From an optimization exercise on the open Yosys and OpenROAD flow, aimed at small area, a short achievable clock period and few clock cycles per item; shortcuts taken in it are not production practice.
In this exercise RTL edits were held to simulation tests only and were not proved equivalent to the original.
No activity file was given, so power comes from the tool's default toggle rates.

==> flow/design.v <==
module multiply_n_divide_top(clk, reset, a_in, b_in, m_d, start, result, ready);
    input [63:0] a_in, b_in;
    input clk, reset, start, m_d;
    output ready;
    output [128:0] result;
    function [6:0] len64;
        input [63:0] x;
        integer i;
        begin
            len64 = 7'd0;
            for (i = 0; i < 64; i = i + 1)
                if (x[i]) len64 = i + 1;
        end
    endfunction
    reg [63:0] H, L, Y;                            
    reg [5:0]  idx;
    reg        mb, op_mul, busy, setup;
    assign ready  = ~busy;
    assign result = {1'b0, H, L};
    reg  [6:0] la, lb;
    reg  [7:0] kd;                                 
    always @(posedge clk) begin
        la <= len64(a_in);
        lb <= len64(b_in);
        kd <= {1'b0, len64(a_in)} - {1'b0, len64(b_in)};
    end
    wire       sw_r    = lb < la;                  
    wire [6:0] m_i     = sw_r ? lb : la;
    wire       m0_r    = (m_i == 7'd0);
    wire       m1_r    = (m_i == 7'd1);
    wire [5:0] mi_r    = m_i[5:0] - 6'd2;          
    wire [5:0] kr_i    = kd[5:0] | 6'd7;
    wire [5:0] la1_i   = la[5:0] - 6'd1;
    wire       bz_i    = (lb == 7'd0);
    wire       use_la  = la1_i <= kr_i;
    wire       alb_r   = kd[7] & ~bz_i;            
    wire [5:0] s0_r    = bz_i ? 6'd63 : (use_la ? la1_i : kr_i);
    reg  [63:0] r0;
    reg         d0_r;
    always @* begin
        case (kd[5:3])
            3'd0: begin r0 = {8'd0,  a_in[63:8]};  d0_r = a_in[7];  end
            3'd1: begin r0 = {16'd0, a_in[63:16]}; d0_r = a_in[15]; end
            3'd2: begin r0 = {24'd0, a_in[63:24]}; d0_r = a_in[23]; end
            3'd3: begin r0 = {32'd0, a_in[63:32]}; d0_r = a_in[31]; end
            3'd4: begin r0 = {40'd0, a_in[63:40]}; d0_r = a_in[39]; end
            3'd5: begin r0 = {48'd0, a_in[63:48]}; d0_r = a_in[47]; end
            3'd6: begin r0 = {56'd0, a_in[63:56]}; d0_r = a_in[55]; end
            default: begin r0 = 64'd0; d0_r = a_in[63]; end
        endcase
        if (bz_i) begin
            r0 = 64'd0;
            d0_r = a_in[63];
        end else if (use_la) begin
            r0 = 64'd0;
            d0_r = 1'b1;
        end
    end
    wire        ysel = op_mul & sw_r;
    wire [63:0] ydin = ysel ? a_in : b_in;         
    wire [63:0] src  = ysel ? b_in : a_in;         
    wire run_n = op_mul ? ~(m0_r | m1_r) : ~alb_r;
    wire       last   = (idx == 6'd0);
    wire [5:0] idx_nx = setup ? mi_r : idx - 6'd1;
    wire       mb_nx  = (setup & ~op_mul) ? d0_r : src[idx_nx];
    wire [64:0] xa = {L, mb & ~op_mul};
    wire [64:0] xb = {~op_mul, Y};
    wire [66:0] s1 = {1'b0, xa, 1'b1} + {1'b0, xb, ~op_mul};
    wire [65:0] s  = s1[66:1];
    wire        co = s[65];                        
    wire [63:0] rem = (co | op_mul) ? s[63:0] : xa[63:0];
    wire [62:0] hp1 = H[62:0] + 63'd1;
    wire [62:0] hsh = (co & op_mul) ? hp1 : H[62:0];
    always @(posedge clk) begin
        Y <= op_mul ? (ydin & {64{mb_nx}}) : ~b_in;
        if (reset) begin
            busy  <= 1'b0;
            setup <= 1'b0;
        end else if (!busy) begin
            if (start) begin
                busy   <= 1'b1;
                setup  <= 1'b1;
                op_mul <= m_d;
            end
        end else begin
            setup <= 1'b0;
            if (setup ? !run_n : last) busy <= 1'b0;
            idx <= setup & ~op_mul ? s0_r : idx_nx;
            mb  <= mb_nx;
            if (setup) begin
                H <= (alb_r & ~op_mul) ? a_in : 64'd0;
                L <= op_mul ? (m0_r ? 64'd0 : ydin) : r0;
            end else if (op_mul | !last) begin
                H <= {hsh, op_mul ? s[64] : co};
                L <= rem;
            end else begin
                H <= rem;
                L <= {H[62:0], co};
            end
        end
    end
endmodule
==> flow/config.mk <==
export PLATFORM = sky130hd
export DESIGN_NAME = multiply_n_divide_top
export DESIGN_NICKNAME = multiply_n_divide_top
export VERILOG_FILES = /design/flow/design.v
export SDC_FILE = /design/flow/constraint.sdc
export NUM_CORES = 4
export LEC_CHECK = 0
export CAP_MARGIN = 20
export CORE_MARGIN = 2
export CORE_UTILIZATION = 40
export SETUP_SLACK_MARGIN = 0.1
export SLEW_MARGIN = 20
export BUFFER_PORTS_ARGS = -buffer_cell sky130_fd_sc_hd__buf_1
==> flow/constraint.sdc <==
create_clock -name core_clock -period 4.5 [get_ports {clk}]
set_input_delay 0.9000 -clock core_clock [delete_from_list [all_inputs] [get_ports {clk}]]
set_output_delay 0.9000 -clock core_clock [all_outputs]
set_load 0.01 [all_outputs]
standard.sh (not shown) runs the stock make flow with config.mk's settings and CLKGATE_MAP_FILE= SYNTH_SCRIPT=/design/flow/synth_recipe.tcl, a recipe that flattens the netlist after the stock synthesis.
==> flow/flow/run.sh <==
#!/bin/bash
set -e
export BUFFER_PORTS_ARGS="-buffer_cell sky130_fd_sc_hd__buf_1"
echo 'export BUFFER_PORTS_ARGS = -buffer_cell sky130_fd_sc_hd__buf_1' >> config.mk
bash standard.sh finish > standard_sh.log 2>&1
Testbench counts at the start, summed over its fixed seeds: cycles 23,523, items 1,280.
==> next run, changes <==
==> flow/design.v (replaced) <==
module multiply_n_divide_top(clk, reset, a_in, b_in, m_d, start, result, ready);
    input [63:0] a_in, b_in;
    input clk, reset, start, m_d;
    output ready;
    output [128:0] result;
    function [6:0] len64;
        input [63:0] x;
        integer i;
        begin
            len64 = 7'd0;
            for (i = 0; i < 64; i = i + 1)
                if (x[i]) len64 = i + 1;
        end
    endfunction
    reg [63:0] H, L, Y;                            
    reg [5:0]  idx;
    reg        mb, g, op_mul, busy, setup;
    assign ready  = ~busy;
    assign result = {1'b0, H, L};
    reg  [6:0] la, lb;
    always @(posedge clk) begin
        la <= len64(a_in);
        lb <= len64(b_in);
    end
    wire       sw_r    = lb < la;                  
    wire [6:0] m_i     = sw_r ? lb : la;
    wire       m0_r    = (m_i == 7'd0);
    wire       m1_r    = (m_i == 7'd1);
    wire [5:0] mi_r    = m_i[5:0] - 6'd2;          
    wire [6:0] k_i     = la - lb;
    wire [5:0] kr_i    = k_i[5:0] | 6'd15;
    wire [5:0] la1_i   = la[5:0] - 6'd1;
    wire       bz_i    = (lb == 7'd0);
    wire       use_la  = la1_i <= kr_i;
    wire       alb_r   = (la < lb) & ~bz_i;        
    wire [5:0] s0_r    = bz_i ? 6'd63 : (use_la ? la1_i : kr_i);
    wire [1:0] kq_r    = bz_i ? 2'd3 : k_i[5:4];
    wire       d0_r    = bz_i ? a_in[63] : (use_la ? 1'b1 : a_in[kr_i]);
    wire        ysel = op_mul & sw_r;
    wire [63:0] ydin = ysel ? a_in : b_in;         
    wire [63:0] src  = ysel ? b_in : a_in;         
    reg  [63:0] r0;
    always @* begin
        case (kq_r)
            2'd0: r0 = {16'd0, a_in[63:16]};
            2'd1: r0 = {32'd0, a_in[63:32]};
            2'd2: r0 = {48'd0, a_in[63:48]};
            default: r0 = 64'd0;
        endcase
    end
    wire run_n = op_mul ? ~(m0_r | m1_r) : ~alb_r;
    wire       last   = (idx == 6'd0);
    wire [5:0] idx_nx = setup ? mi_r : idx - 6'd1;
    wire       mb_nx  = (setup & ~op_mul) ? d0_r : src[idx_nx];
    wire [64:0] xa = {L, mb & ~op_mul};
    wire [64:0] xb = {~op_mul, Y & {64{g}}};
    wire [66:0] s1 = {1'b0, xa, 1'b1} + {1'b0, xb, ~op_mul};
    wire [65:0] s  = s1[66:1];
    wire        co = s[65];                        
    wire [63:0] rem = (co | op_mul) ? s[63:0] : xa[63:0];
    wire [62:0] hp1 = H[62:0] + 63'd1;
    wire [62:0] hsh = (co & op_mul) ? hp1 : H[62:0];
    always @(posedge clk) begin
        Y <= op_mul ? ydin : ~b_in;
        if (reset) begin
            busy  <= 1'b0;
            setup <= 1'b0;
        end else if (!busy) begin
            if (start) begin
                busy   <= 1'b1;
                setup  <= 1'b1;
                op_mul <= m_d;
            end
        end else begin
            setup <= 1'b0;
            if (setup ? !run_n : last) busy <= 1'b0;
            idx <= setup & ~op_mul ? s0_r : idx_nx;
            mb  <= mb_nx;
            g   <= mb_nx | ~op_mul;
            if (setup) begin
                H <= (alb_r & ~op_mul) ? a_in : 64'd0;
                L <= op_mul ? (m0_r ? 64'd0 : ydin) : r0;
            end else if (op_mul | !last) begin
                H <= {hsh, op_mul ? s[64] : co};
                L <= rem;
            end else begin
                H <= rem;
                L <= {H[62:0], co};
            end
        end
    end
endmodule
The new run passed the timing, DRC and antenna checks.
Design area falls by 5.4%.
Sequential power falls by about 3%.
Sequential share of layout area rises by 1.1 points.
Die area falls by 1.7%.
Synthesized area falls by 1.8%.
Total power falls by 18%.
Worst setup slack got worse by 0.11 ns.
Synthesized cell count rises by 2.6%.
Routed wire length falls by 2.8%.
Testbench counts after the change, summed over its fixed seeds: cycles 24,540, items 1,280.

## separate check: timing with driven ports
No port has a modelled driver above. Below, the same layouts with a new extraction and two added sets of constraints. Step 1 (the two cells are an assumption about what drives the block):
set clk [get_ports {clk}]
set_driving_cell -lib_cell sky130_fd_sc_hd__clkbuf_16 $clk
set_driving_cell -lib_cell sky130_fd_sc_hd__buf_2 [delete_from_list [all_inputs] $clk]
Step 2 moves the port delays by t, midway between the first and last clock arrival at a register: inputs arrive t later, outputs are due t later. That takes back most of the time a late clock gives input paths. Three values: ideal ports, drivers, drivers and shift; two values: the first two.
run	t, ns	slack for setup (ns)	hold slack, ns	worst setup path after step 2	latest minus earliest clock arrival (ns)
the first run	0.635	0.268 / 0.268 / -0.276	0.512 / 0.497 / 0.512	input to register	0.025 / 0.024
the second run	0.625	0.161 / 0.161 / 0.161	0.496 / 0.461 / 0.507	register to register	0.038 / 0.038
Met with ideal ports but missed after step 2: setup timing in the first run. The setup slack of the first run, which loses most, moves by 0.000 ns with the drivers and by -0.544 ns with both steps.
